From an optimization exercise on the open Yosys and OpenROAD flow, aimed at small area; shortcuts taken in it are not production practice.
RTL that was checked went through simulation tests only; none was proved equivalent to the original.
Power figures rest on the tool's default switching activity, not on a simulated workload.

Setup of maple:
Design arya, start of the top module:
module arya (
	input clk,
	input reset,
	input en,
	output [7:0] imem_addr_out,
	input [31:0] imem_data_in,
	input [63:0] datamem_data_in,
	input [1:0] start_thread,
	input [1:0] debug_commands,
	input [1:0] action_data_in,
	input action_wen,
	input [0:0] action_thread_id_in,
	output [15:0] datamem_addr_out,
	output [127:0] datamem_data_out,
	output [1:0] datamem_we_out,
	output [0:0] thread_id_out,
	output [1:0] thread_busy,
	output [1:0] thread_done,
	output reg [31:0] halt_counter_out
);
reg tid;
always @(posedge clk) tid <= reset ? 1'b0 : ~tid;
reg [7:0] pc0, pc1;
reg [5:0] tc0, tc1;           
assign thread_busy = {|tc1, |tc0};
assign thread_done = {tc1[5], tc0[5]};
always @(posedge clk) begin
	if (reset) tc0 <= 6'd0;
	else if (tc0 == 6'd0) tc0 <= {5'd0, start_thread[0]};
	else if (tc0[5]) tc0 <= 6'd0;
	else tc0 <= tc0 + 6'd1;
	if (reset) tc1 <= 6'd0;
	else if (tc1 == 6'd0) tc1 <= {5'd0, start_thread[1]};
	else if (tc1[5]) tc1 <= 6'd0;
	else tc1 <= tc1 + 6'd1;
end
wire em_br;
reg em_tid;
reg [6:0] em_target;
always @(posedge clk) begin
	if (reset || thread_done[0]) pc0 <= 8'd0;
	else if (en && thread_busy[0]) begin
		if (em_br && !em_tid) pc0[7:1] <= em_target;
		else pc0 <= pc0 + 8'd1;
	end
	if (reset || thread_done[1]) pc1 <= 8'd0;
	else if (en && thread_busy[1]) begin
		if (em_br && em_tid) pc1[7:1] <= em_target;
		else pc1 <= pc1 + 8'd1;
	end
end
assign imem_addr_out = {tid, tid ? pc1[7:1] : pc0[7:1]};
reg fd_tid;
always @(posedge clk)
	if (reset) fd_tid <= 1'b0;
	else if (en) fd_tid <= tid;
wire [31:0] inst = imem_data_in;
wire halt = &inst[31:26];
wire [5:0] ctl = halt ? 6'd0 : inst[31:26];
always @(posedge clk)
	if (reset) halt_counter_out <= 32'd0;
	else if (halt) halt_counter_out <= halt_counter_out + 32'd1;
reg [5:0] de_ctl;
reg [15:0] de_imm;
reg [3:0] de_r1a, de_r2a;
reg de_tid;
always @(posedge clk) begin
	if (reset) begin
		de_ctl <= 6'd0;
		de_imm[3:0] <= 4'd0;
		de_tid <= 1'b0;
	end else if (en) begin
		de_ctl <= ctl;
		de_imm[3:0] <= inst[3:0];
		de_tid <= fd_tid;
	end
	if (en) begin
		de_imm[15:4] <= inst[15:4];
		de_r1a <= inst[24:21];
		de_r2a <= inst[19:16];
	end
end
wire de_wr_en = de_ctl[5];
wire de_beq = de_ctl[4];
wire de_bneq = de_ctl[3];
wire de_imm_sel = de_ctl[2];
wire de_mem_write = de_ctl[1];
wire de_mem_reg_sel = de_ctl[0];
  ...
clock: 7.0 ns
lec_check: 0
cap_margin: 20
core_margin: 2
core_utilization: 45
cts_cluster_diameter: 80
cts_cluster_size: 20
place_density: 0.6
slew_margin: 20
run.sh (not shown) runs the stock make flow with config.mk's settings and CLKGATE_MAP_FILE= SYNTH_SCRIPT=/design/flow/synth_recipe.tcl, a recipe that flattens the netlist after the stock synthesis.
Setup changes, maple to willow
diff --git a/flow/design.v b/flow/design.v
--- a/flow/design.v
+++ b/flow/design.v
@@ -144,50 +144,31 @@
 			if (we) rf[r] <= d;
 	end
 endgenerate
 wire [63:0] a = rd1;
 wire [63:0] b = de_imm_sel ? {{48{de_imm[15]}}, de_imm} : rd2;
 wire [3:0] alu_ctrl = de_imm_sel ? 4'd1 : (de_beq || de_bneq) ? 4'd2 : de_imm[3:0];
 wire sub = (alu_ctrl == 4'd2) || (alu_ctrl == 4'd7);
-wire e_s = (alu_ctrl == 4'd1) || (alu_ctrl == 4'd2);    
-wire e_g = (alu_ctrl == 4'd3) || (alu_ctrl == 4'd4);    
-wire e_p = (alu_ctrl == 4'd4) || (alu_ctrl == 4'd6);    
-wire e_n = (alu_ctrl == 4'd5);
-wire e_l = (alu_ctrl == 4'd8);
-wire e_r = (alu_ctrl == 4'd9);
-wire e_k = (alu_ctrl == 4'd0);
-wire e_lt = (alu_ctrl == 4'd7);
-wire [63:0] bx = b ^ {64{sub}};
-wire [63:0] p = a ^ bx;
-wire [63:0] g = a & bx;
-reg [63:0] G, P;
-integer l, i;
+wire [64:0] sum = {1'b0, a} + {1'b0, b ^ {64{sub}}} + {64'd0, sub};
+reg [63:0] accum;
 always @(*) begin
-	G = g;
-	P = p;
-	G[0] = g[0] | (p[0] & sub);
-	for (l = 1; l < 64; l = l * 2)
-		for (i = 2 * l - 1; i < 64; i = i + 2 * l) begin
-			G[i] = G[i] | (P[i] & G[i - l]);
-			P[i] = P[i] & P[i - l];
-		end
-	for (l = 16; l >= 1; l = l / 2)
-		for (i = 3 * l - 1; i < 64; i = i + 2 * l) begin
-			G[i] = G[i] | (P[i] & G[i - l]);
-			P[i] = P[i] & P[i - l];
-		end
-end
-wire [63:0] cin = {G[62:0], sub};
-wire [63:0] accum = (p ^ (cin & {64{e_s}})) & {64{e_s | e_p}}
-	| (g & {64{e_g}})
-	| (~a & {64{e_n}})
-	| ({a[62:0], 1'b0} & {64{e_l}})
-	| ({1'b0, a[63:1]} & {64{e_r}})
-	| (64'hdeafdeafdeafdeaf & {64{e_k}})
-	| {63'd0, e_lt & ~G[63]};
+	case (alu_ctrl)
+	4'd0: accum = 64'hdeafdeafdeafdeaf;
+	4'd1: accum = sum[63:0];
+	4'd2: accum = sum[63:0];
+	4'd3: accum = a & b;
+	4'd4: accum = a | b;
+	4'd5: accum = ~a;
+	4'd6: accum = a ^ b;
+	4'd7: accum = {63'd0, ~sum[64]};
+	4'd8: accum = {a[62:0], 1'b0};
+	4'd9: accum = {1'b0, a[63:1]};
+	default: accum = 64'd0;
+	endcase
+end
 wire [3:0] wr_addr = de_imm_sel ? de_r2a : de_imm[14:11];
 reg [63:0] em_accum, em_store;
 reg [3:0] em_wr_addr;
 reg em_wr_en, em_mem_write, em_mem_reg_sel, em_beq, em_bneq, em_valid;
 always @(posedge clk) begin
 	if (reset) begin
 		em_valid <= 1'b0;
In the final reports, the cell area of willow is larger than that of maple.
Taking maple as the reference, in willow wire length has increased; height of the chip went up by 2.6%; distinct cell type count of the synthesized netlist increased 7; net switching share of the total power shows an increase of 2.1 points.
Combinational power (higher): willow
Clock group share of total power was higher in maple than in willow.
maple has lower later-pin clock latency in the skew report than willow.
Looking only at number of well taps, and setting everything else aside, the lower value of maple and willow goes to maple.
Looking only at largest net degree at the start of global routing, and setting everything else aside, the higher value of maple and willow goes to willow.
Sequential cell count essentially unchanged between maple and willow.
willow vs. maple: average via count per standard cell decreased 2.2%; critical path required time increased 0.02 ns; standard cell core area increased 6900 um^2.
Only the layout flow was run in willow; the RTL was not checked for function there.

arya, a different RTL version from the one above (not shown whole).
Size: about 1400 flip-flops, about 300 I/O pins, ~0.061 sq mm of cells after synthesis.
clock: 7.0 ns
lec_check: 0
cap_margin: 20
core_margin: 2
core_utilization: 65
cts_buf_list: sky130_fd_sc_hd__clkbuf_8
cts_cluster_diameter: 60
cts_cluster_size: 14
place_density: 0.75
setup_slack_margin: 0.2
slew_margin: 20
standard.sh (not shown) runs the stock make flow with config.mk's settings and CLKGATE_MAP_FILE= SYNTH_SCRIPT=/design/flow/synth_recipe.tcl, a recipe that flattens the netlist after the stock synthesis.
==> flow/flow/run.sh <==
#!/bin/bash
# Layout flow: the standard ORFS flow with two changes.
#  1. Synthesis is the standard synthesis script (synth_recipe.tcl) except that
#     ABC maps the combinational logic with an area-oriented script (balanced first)
#     (flow/abc_area.script); the flip-flops are mapped before ABC runs, so
#     the registers are the standard synthesis's.
#  2. Port buffers are sky130_fd_sc_hd__buf_1 cells (every input and output
#     port still gets its buffer).
# Everything else (floorplan, power grid, tap cells, placement, CTS, routing,
# finish) is standard.sh's make run. Each tool's output goes to the ORFS logs
# under orfs/logs; make's own output goes to flow_make.log here.
set -euo pipefail
W=$(pwd)
{
	echo "proc abc {args} { set i [lsearch \$args -script]; if {\$i >= 0} { lset args [expr {\$i + 1}] {$W/flow/abc_area.script} }; yosys abc {*}\$args }"
	cat "$W/synth_recipe.tcl"
} > "$W/own_synth.tcl"
sed -e "s#SYNTH_SCRIPT=[^ ]*#SYNTH_SCRIPT=$W/own_synth.tcl#" \
	-e "s#\"\${@:-finish}\"#'BUFFER_PORTS_ARGS=-buffer_cell sky130_fd_sc_hd__buf_1' \"\${@:-finish}\"#" \
	"$W/standard.sh" > "$W/own_standard.sh"
grep -q own_synth.tcl "$W/own_standard.sh"
grep -q BUFFER_PORTS_ARGS "$W/own_standard.sh"
bash "$W/own_standard.sh" > "$W/flow_make.log" 2>&1
test -f "$W/out/final.def"
==> flow/flow/abc_area.script <==
strash
&get -n
&st
&b -d
&dch
&nf -R 20 -C 32 -F 8 -A 4
&put
Edit:
--- a/flow/design.v
+++ b/flow/design.v
@@ -106,19 +106,19 @@
 	rd1 = ovv1;
 	rd2 = ovv2;
 	for (k = 0; k < 16; k = k + 1) begin
 		rd1 = rd1 | (rf[k] & {64{oh1[k] & keep[k]}});
 		rd2 = rd2 | (rf[k] & {64{oh2[k] & keep[k]}});
 	end
 end
 reg pw_v;
 reg [3:0] pw_a;
-reg [63:0] pw_d_n;    
+reg [63:0] pw_d;
 reg pa0_v, pa1_v;
 reg [1:0] pa0_d, pa1_d;
 reg mw_wr_en, mw_mem_reg_sel, mw_tid;
 reg [3:0] mw_wr_addr;
 reg [63:0] mw_accum;
 wire wena = mw_wr_en && en;
 wire [63:0] wdata = mw_mem_reg_sel ? datamem_data_in : mw_accum;
 wire act0 = action_wen && !wena && !action_thread_id_in[0];
 wire act1 = action_wen && !wena && action_thread_id_in[0];
@@ -131,24 +131,24 @@
 		pw_v <= wena;
 		pa0_v <= act0;
 		pa1_v <= act1;
 	end else begin
 		if (act0) pa0_v <= 1'b1;
 		if (act1) pa1_v <= 1'b1;
 	end
 	if (en) begin
 		pw_a <= mw_wr_addr;
-		pw_d_n <= ~wdata;
+		pw_d <= wdata;
 	end
 	if (act0) pa0_d <= action_data_in;
 	if (act1) pa1_d <= action_data_in;
 end
-wire [63:0] wd0 = reset ? 64'd0 : ~pw_d_n;
+wire [63:0] wd0 = reset ? 64'd0 : pw_d;
 genvar r;
 generate
 	for (r = 0; r < 16; r = r + 1) begin : row
 		wire we = reset || (en && pw_v && pw_a == r);
 		always @(posedge clk)
 			if (we) rf[r] <= wd0;
 	end
 endgenerate
 always @(posedge clk) begin
Global-route usage falls by 0.64 points.
Critical path depth went down by 1.
Maximum frequency barely changes.
Sequential share of layout area increases by 0.19 points.
Non-clock buffer count came out lower by 15.
Die area rose slightly.
Area after synthesis goes up slightly.
Synthesized cell count hardly moves.

The RTL this note starts from:
==> flow/design.v <==
`timescale 1ns / 1ps
module arya (
	input clk,
	input reset,
	input en,
	output [7:0] imem_addr_out,
	input [31:0] imem_data_in,
	input [63:0] datamem_data_in,
	input [1:0] start_thread,
	input [1:0] debug_commands,
	input [1:0] action_data_in,
	input action_wen,
	input [0:0] action_thread_id_in,
	output [15:0] datamem_addr_out,
	output [127:0] datamem_data_out,
	output [1:0] datamem_we_out,
	output [0:0] thread_id_out,
	output [1:0] thread_busy,
	output [1:0] thread_done,
	output reg [31:0] halt_counter_out
);
reg tid;
always @(posedge clk) tid <= reset ? 1'b0 : ~tid;
reg [7:0] pc0, pc1;
reg [5:0] tc0, tc1;           
assign thread_busy = {|tc1, |tc0};
assign thread_done = {tc1[5], tc0[5]};
always @(posedge clk) begin
	if (reset) tc0 <= 6'd0;
	else if (tc0 == 6'd0) tc0 <= {5'd0, start_thread[0]};
	else if (tc0[5]) tc0 <= 6'd0;
	else tc0 <= tc0 + 6'd1;
	if (reset) tc1 <= 6'd0;
	else if (tc1 == 6'd0) tc1 <= {5'd0, start_thread[1]};
	else if (tc1[5]) tc1 <= 6'd0;
	else tc1 <= tc1 + 6'd1;
end
wire em_br;
reg em_tid;
reg [6:0] em_target;
always @(posedge clk) begin
	if (reset || thread_done[0]) pc0 <= 8'd0;
	else if (en && thread_busy[0]) begin
		if (em_br && !em_tid) pc0[7:1] <= em_target;
		else pc0 <= pc0 + 8'd1;
	end
	if (reset || thread_done[1]) pc1 <= 8'd0;
	else if (en && thread_busy[1]) begin
		if (em_br && em_tid) pc1[7:1] <= em_target;
		else pc1 <= pc1 + 8'd1;
	end
end
assign imem_addr_out = {tid, tid ? pc1[7:1] : pc0[7:1]};
reg fd_tid;
always @(posedge clk)
	if (reset) fd_tid <= 1'b0;
	else if (en) fd_tid <= tid;
wire [31:0] inst = imem_data_in;
wire halt = &inst[31:26];
wire [5:0] ctl = halt ? 6'd0 : inst[31:26];
always @(posedge clk)
	if (reset) halt_counter_out <= 32'd0;
	else if (halt) halt_counter_out <= halt_counter_out + 32'd1;
reg [5:0] de_ctl;
reg [15:0] de_imm;
reg [3:0] de_h1, de_l1, de_h2, de_l2;    
reg de_tid;
always @(posedge clk) begin
	if (reset) begin
		de_ctl <= 6'd0;
		de_imm[3:0] <= 4'd0;
		de_tid <= 1'b0;
	end else if (en) begin
		de_ctl <= ctl;
		de_imm[3:0] <= inst[3:0];
		de_tid <= fd_tid;
	end
	if (en) begin
		de_imm[15:4] <= inst[15:4];
		de_h1 <= 4'd1 << inst[24:23];
		de_l1 <= 4'd1 << inst[22:21];
		de_h2 <= 4'd1 << inst[19:18];
		de_l2 <= 4'd1 << inst[17:16];
	end
end
wire de_wr_en = de_ctl[5];
wire de_beq = de_ctl[4];
wire de_bneq = de_ctl[3];
wire de_imm_sel = de_ctl[2];
wire de_mem_write = de_ctl[1];
wire de_mem_reg_sel = de_ctl[0];
reg [63:0] rf [0:15];
reg ov6, ov7, ov14, ov15;
reg [1:0] ad7, ad15;
wire [15:0] oh1 = {{4{de_h1[3]}}, {4{de_h1[2]}}, {4{de_h1[1]}}, {4{de_h1[0]}}} & {4{de_l1}};
wire [15:0] oh2 = {{4{de_h2[3]}}, {4{de_h2[2]}}, {4{de_h2[1]}}, {4{de_h2[0]}}} & {4{de_l2}};
wire [3:0] de_r2a = {de_h2[3] | de_h2[2], de_h2[3] | de_h2[1], de_l2[3] | de_l2[2], de_l2[3] | de_l2[1]};
wire [15:0] keep = ~{ov15, ov14, 6'd0, ov7, ov6, 6'd0};
wire [63:0] ovv1 = ((oh1[6] & ov6) | (oh1[14] & ov14) ? 64'hFF00FFFFFFFFFFFF : 64'd0)
	| {14'd0, (oh1[7] & ov7 ? ad7 : 2'd0) | (oh1[15] & ov15 ? ad15 : 2'd0), 48'd0};
wire [63:0] ovv2 = ((oh2[6] & ov6) | (oh2[14] & ov14) ? 64'hFF00FFFFFFFFFFFF : 64'd0)
	| {14'd0, (oh2[7] & ov7 ? ad7 : 2'd0) | (oh2[15] & ov15 ? ad15 : 2'd0), 48'd0};
reg [63:0] rd1, rd2;
integer k;
always @(*) begin
	rd1 = ovv1;
	rd2 = ovv2;
	for (k = 0; k < 16; k = k + 1) begin
		rd1 = rd1 | (rf[k] & {64{oh1[k] & keep[k]}});
		rd2 = rd2 | (rf[k] & {64{oh2[k] & keep[k]}});
	end
end
reg pw_v;
reg [3:0] pw_a;
reg [63:0] pw_d_n;    
reg pa0_v, pa1_v;
reg [1:0] pa0_d, pa1_d;
reg mw_wr_en, mw_mem_reg_sel, mw_tid;
reg [3:0] mw_wr_addr;
reg [63:0] mw_accum;
wire wena = mw_wr_en && en;
wire [63:0] wdata = mw_mem_reg_sel ? datamem_data_in : mw_accum;
wire act0 = action_wen && !wena && !action_thread_id_in[0];
wire act1 = action_wen && !wena && action_thread_id_in[0];
always @(posedge clk) begin
	if (reset) begin
		pw_v <= 1'b0;
		pa0_v <= 1'b0;
		pa1_v <= 1'b0;
	end else if (en) begin
		pw_v <= wena;
		pa0_v <= act0;
		pa1_v <= act1;
	end else begin
		if (act0) pa0_v <= 1'b1;
		if (act1) pa1_v <= 1'b1;
	end
	if (en) begin
		pw_a <= mw_wr_addr;
		pw_d_n <= ~wdata;
	end
	if (act0) pa0_d <= action_data_in;
	if (act1) pa1_d <= action_data_in;
end
wire [63:0] wd0 = reset ? 64'd0 : ~pw_d_n;
genvar r;
generate
	for (r = 0; r < 16; r = r + 1) begin : row
		wire we = reset || (en && pw_v && pw_a == r);
		always @(posedge clk)
			if (we) rf[r] <= wd0;
	end
endgenerate
always @(posedge clk) begin
	if (reset) begin
		ov6 <= 1'b0;
		ov7 <= 1'b0;
		ov14 <= 1'b0;
		ov15 <= 1'b0;
	end else if (en) begin
		if (pa0_v) begin
			ov6 <= 1'b1;
			ov7 <= 1'b1;
		end else begin
			if (pw_v && pw_a == 4'd6) ov6 <= 1'b0;
			if (pw_v && pw_a == 4'd7) ov7 <= 1'b0;
		end
		if (pa1_v) begin
			ov14 <= 1'b1;
			ov15 <= 1'b1;
		end else begin
			if (pw_v && pw_a == 4'd14) ov14 <= 1'b0;
			if (pw_v && pw_a == 4'd15) ov15 <= 1'b0;
		end
	end
	if (en && pa0_v) ad7 <= pa0_d;
	if (en && pa1_v) ad15 <= pa1_d;
end
wire [63:0] a = rd1;
wire [63:0] b = de_imm_sel ? {{48{de_imm[15]}}, de_imm} : rd2;
wire [3:0] alu_ctrl = de_imm_sel ? 4'd1 : (de_beq || de_bneq) ? 4'd2 : de_imm[3:0];
wire sub = (alu_ctrl == 4'd2) || (alu_ctrl == 4'd7);
wire e_s = (alu_ctrl == 4'd1) || (alu_ctrl == 4'd2);    
wire e_g = (alu_ctrl == 4'd3) || (alu_ctrl == 4'd4);    
wire e_p = (alu_ctrl == 4'd4) || (alu_ctrl == 4'd6);    
wire e_n = (alu_ctrl == 4'd5);
wire e_l = (alu_ctrl == 4'd8);
wire e_r = (alu_ctrl == 4'd9);
wire e_k = (alu_ctrl == 4'd0);
wire e_lt = (alu_ctrl == 4'd7);
wire [63:0] p = a ^ b ^ {64{sub}};
wire [63:0] g = a & ~p;
reg [63:0] G, P;
integer l, i;
always @(*) begin
	G = g;
	P = p;
	G[0] = g[0] | (p[0] & sub);
	for (l = 1; l < 64; l = l * 2)
		for (i = 2 * l - 1; i < 64; i = i + 2 * l) begin
			G[i] = G[i] | (P[i] & G[i - l]);
			P[i] = P[i] & P[i - l];
		end
	for (l = 16; l >= 1; l = l / 2)
		for (i = 3 * l - 1; i < 64; i = i + 2 * l) begin
			G[i] = G[i] | (P[i] & G[i - l]);
			P[i] = P[i] & P[i - l];
		end
end
wire [63:0] cin = {G[62:0], sub};
wire [63:0] accum = (p ^ (cin & {64{e_s}})) & {64{e_s | e_p}}
	| (g & {64{e_g}})
	| (~a & {64{e_n}})
	| ({a[62:0], 1'b0} & {64{e_l}})
	| ({1'b0, a[63:1]} & {64{e_r}})
	| (64'hdeafdeafdeafdeaf & {64{e_k}})
	| {63'd0, e_lt & ~G[63]};
wire [3:0] wr_addr = de_imm_sel ? de_r2a : de_imm[14:11];
reg [63:0] em_accum, em_store_n;    
reg [3:0] em_wr_addr;
reg em_wr_en, em_mem_write, em_mem_reg_sel, em_beq, em_bneq, em_valid;
always @(posedge clk) begin
	if (reset) begin
		em_valid <= 1'b0;
		em_wr_en <= 1'b0;
		em_mem_write <= 1'b0;
		em_beq <= 1'b0;
		em_bneq <= 1'b0;
		em_tid <= 1'b0;
	end else if (en) begin
		em_valid <= 1'b1;
		em_wr_en <= de_wr_en;
		em_mem_write <= de_mem_write;
		em_beq <= de_beq;
		em_bneq <= de_bneq;
		em_tid <= de_tid;
	end
	if (en) begin
		em_accum <= accum;
		em_store_n <= ~rd2;
		em_wr_addr <= wr_addr;
		em_mem_reg_sel <= de_mem_reg_sel;
		em_target <= de_imm[6:0];
	end
end
wire em_zero = ~|em_accum;
assign em_br = (em_beq && em_zero) || (em_bneq && !em_zero);
wire o1 = em_valid & em_tid;
wire o0 = em_valid & ~em_tid;
assign datamem_addr_out = {em_accum[7:0] & {8{o1}}, em_accum[7:0] & {8{o0}}};
assign datamem_data_out = {~em_store_n & {64{o1}}, ~em_store_n & {64{o0}}};
assign datamem_we_out = {em_tid & em_mem_write, ~em_tid & em_mem_write};
always @(posedge clk) begin
	if (reset) begin
		mw_wr_en <= 1'b0;
		mw_tid <= 1'b0;
	end else if (en) begin
		mw_wr_en <= em_wr_en;
		mw_tid <= em_tid;
	end
	if (en) begin
		mw_wr_addr <= em_wr_addr;
		mw_mem_reg_sel <= em_mem_reg_sel;
		mw_accum <= em_accum;
	end
end
assign thread_id_out = mw_tid;
endmodule
Settings: LEC_CHECK=0, CAP_MARGIN=20, CORE_MARGIN=2, CORE_UTILIZATION=65, CTS_BUF_LIST=sky130_fd_sc_hd__clkbuf_8, CTS_CLUSTER_DIAMETER=60, CTS_CLUSTER_SIZE=14, PLACE_DENSITY=0.75, SETUP_SLACK_MARGIN=0.2, SLEW_MARGIN=20; clock period 7.0 ns.
==> flow/flow/abc_area.script <==
strash
&get -n
&st
&b -d
&dch
&nf -R 20
&put
Scripts as last shown in full above: flow/flow/run.sh
Then changed:
--- a/flow/design.v
+++ b/flow/design.v
@@ -110,11 +110,11 @@
 		rd2 = rd2 | (rf[k] & {64{oh2[k] & keep[k]}});
 	end
 end
 reg pw_v;
 reg [3:0] pw_a;
-reg [63:0] pw_d_n;    
+reg [63:0] pw_d;
 reg pa0_v, pa1_v;
 reg [1:0] pa0_d, pa1_d;
 reg mw_wr_en, mw_mem_reg_sel, mw_tid;
 reg [3:0] mw_wr_addr;
 reg [63:0] mw_accum;
@@ -135,16 +135,16 @@
 		if (act0) pa0_v <= 1'b1;
 		if (act1) pa1_v <= 1'b1;
 	end
 	if (en) begin
 		pw_a <= mw_wr_addr;
-		pw_d_n <= ~wdata;
+		pw_d <= wdata;
 	end
 	if (act0) pa0_d <= action_data_in;
 	if (act1) pa1_d <= action_data_in;
 end
-wire [63:0] wd0 = reset ? 64'd0 : ~pw_d_n;
+wire [63:0] wd0 = reset ? 64'd0 : pw_d;
 genvar r;
 generate
 	for (r = 0; r < 16; r = r + 1) begin : row
 		wire we = reset || (en && pw_v && pw_a == r);
 		always @(posedge clk)
- The new run finished with timing, DRC and antenna clean
- combinational power came out lower slightly
- global-route usage came out lower by 0.54 points
- worst setup slack is worse by 92 ps
- synthesized cell count does not change
- via count came out lower slightly
- wire length went down slightly
- design area shrinks slightly
- maximum frequency drops slightly
- clock skew is about the same
- core utilization is lower by 0.50 points
- total power decreases slightly
- worst hold slack stays flat
- cell count fell slightly

==> what the ideal ports hide <==
Ports are ideal in the flow. The routed layouts listed here were re-timed in OpenROAD. Step 1: set_driving_cell puts a clkbuf_16 on clk and a buf_2 on each other input, an assumption about the parent block. Step 2 adds t to the input delays and takes it off the output delays; t is the mean of the earliest and latest rising clock arrival at the registers after step 1. Input paths then give back, and output paths get back, about the clock's delay inside the block. Three values: no drivers, after step 1, after step 2; two values: the first two.
run	shift t [ns]	setup WS [ns]	worst setup path after step 2	latest minus earliest clock arrival (ns)
maple	0.807	0.520 / 0.520 / 0.520	register to register	0.031 / 0.032
willow	0.817	0.268 / 0.268 / 0.268	register to register	0.050 / 0.051
the first run of note 2	0.946	0.198 / 0.198 / 0.198	register to register	0.050 / 0.051
the second run of note 2	0.897	0.184 / 0.184 / 0.184	register to register	0.058 / 0.059
the first run of note 3	0.941	0.346 / 0.346 / 0.346	register to register	0.057 / 0.057
the second run of note 3	0.915	0.255 / 0.255 / 0.255	register to register	0.057 / 0.057
After both steps setup and hold are still met in every run listed.
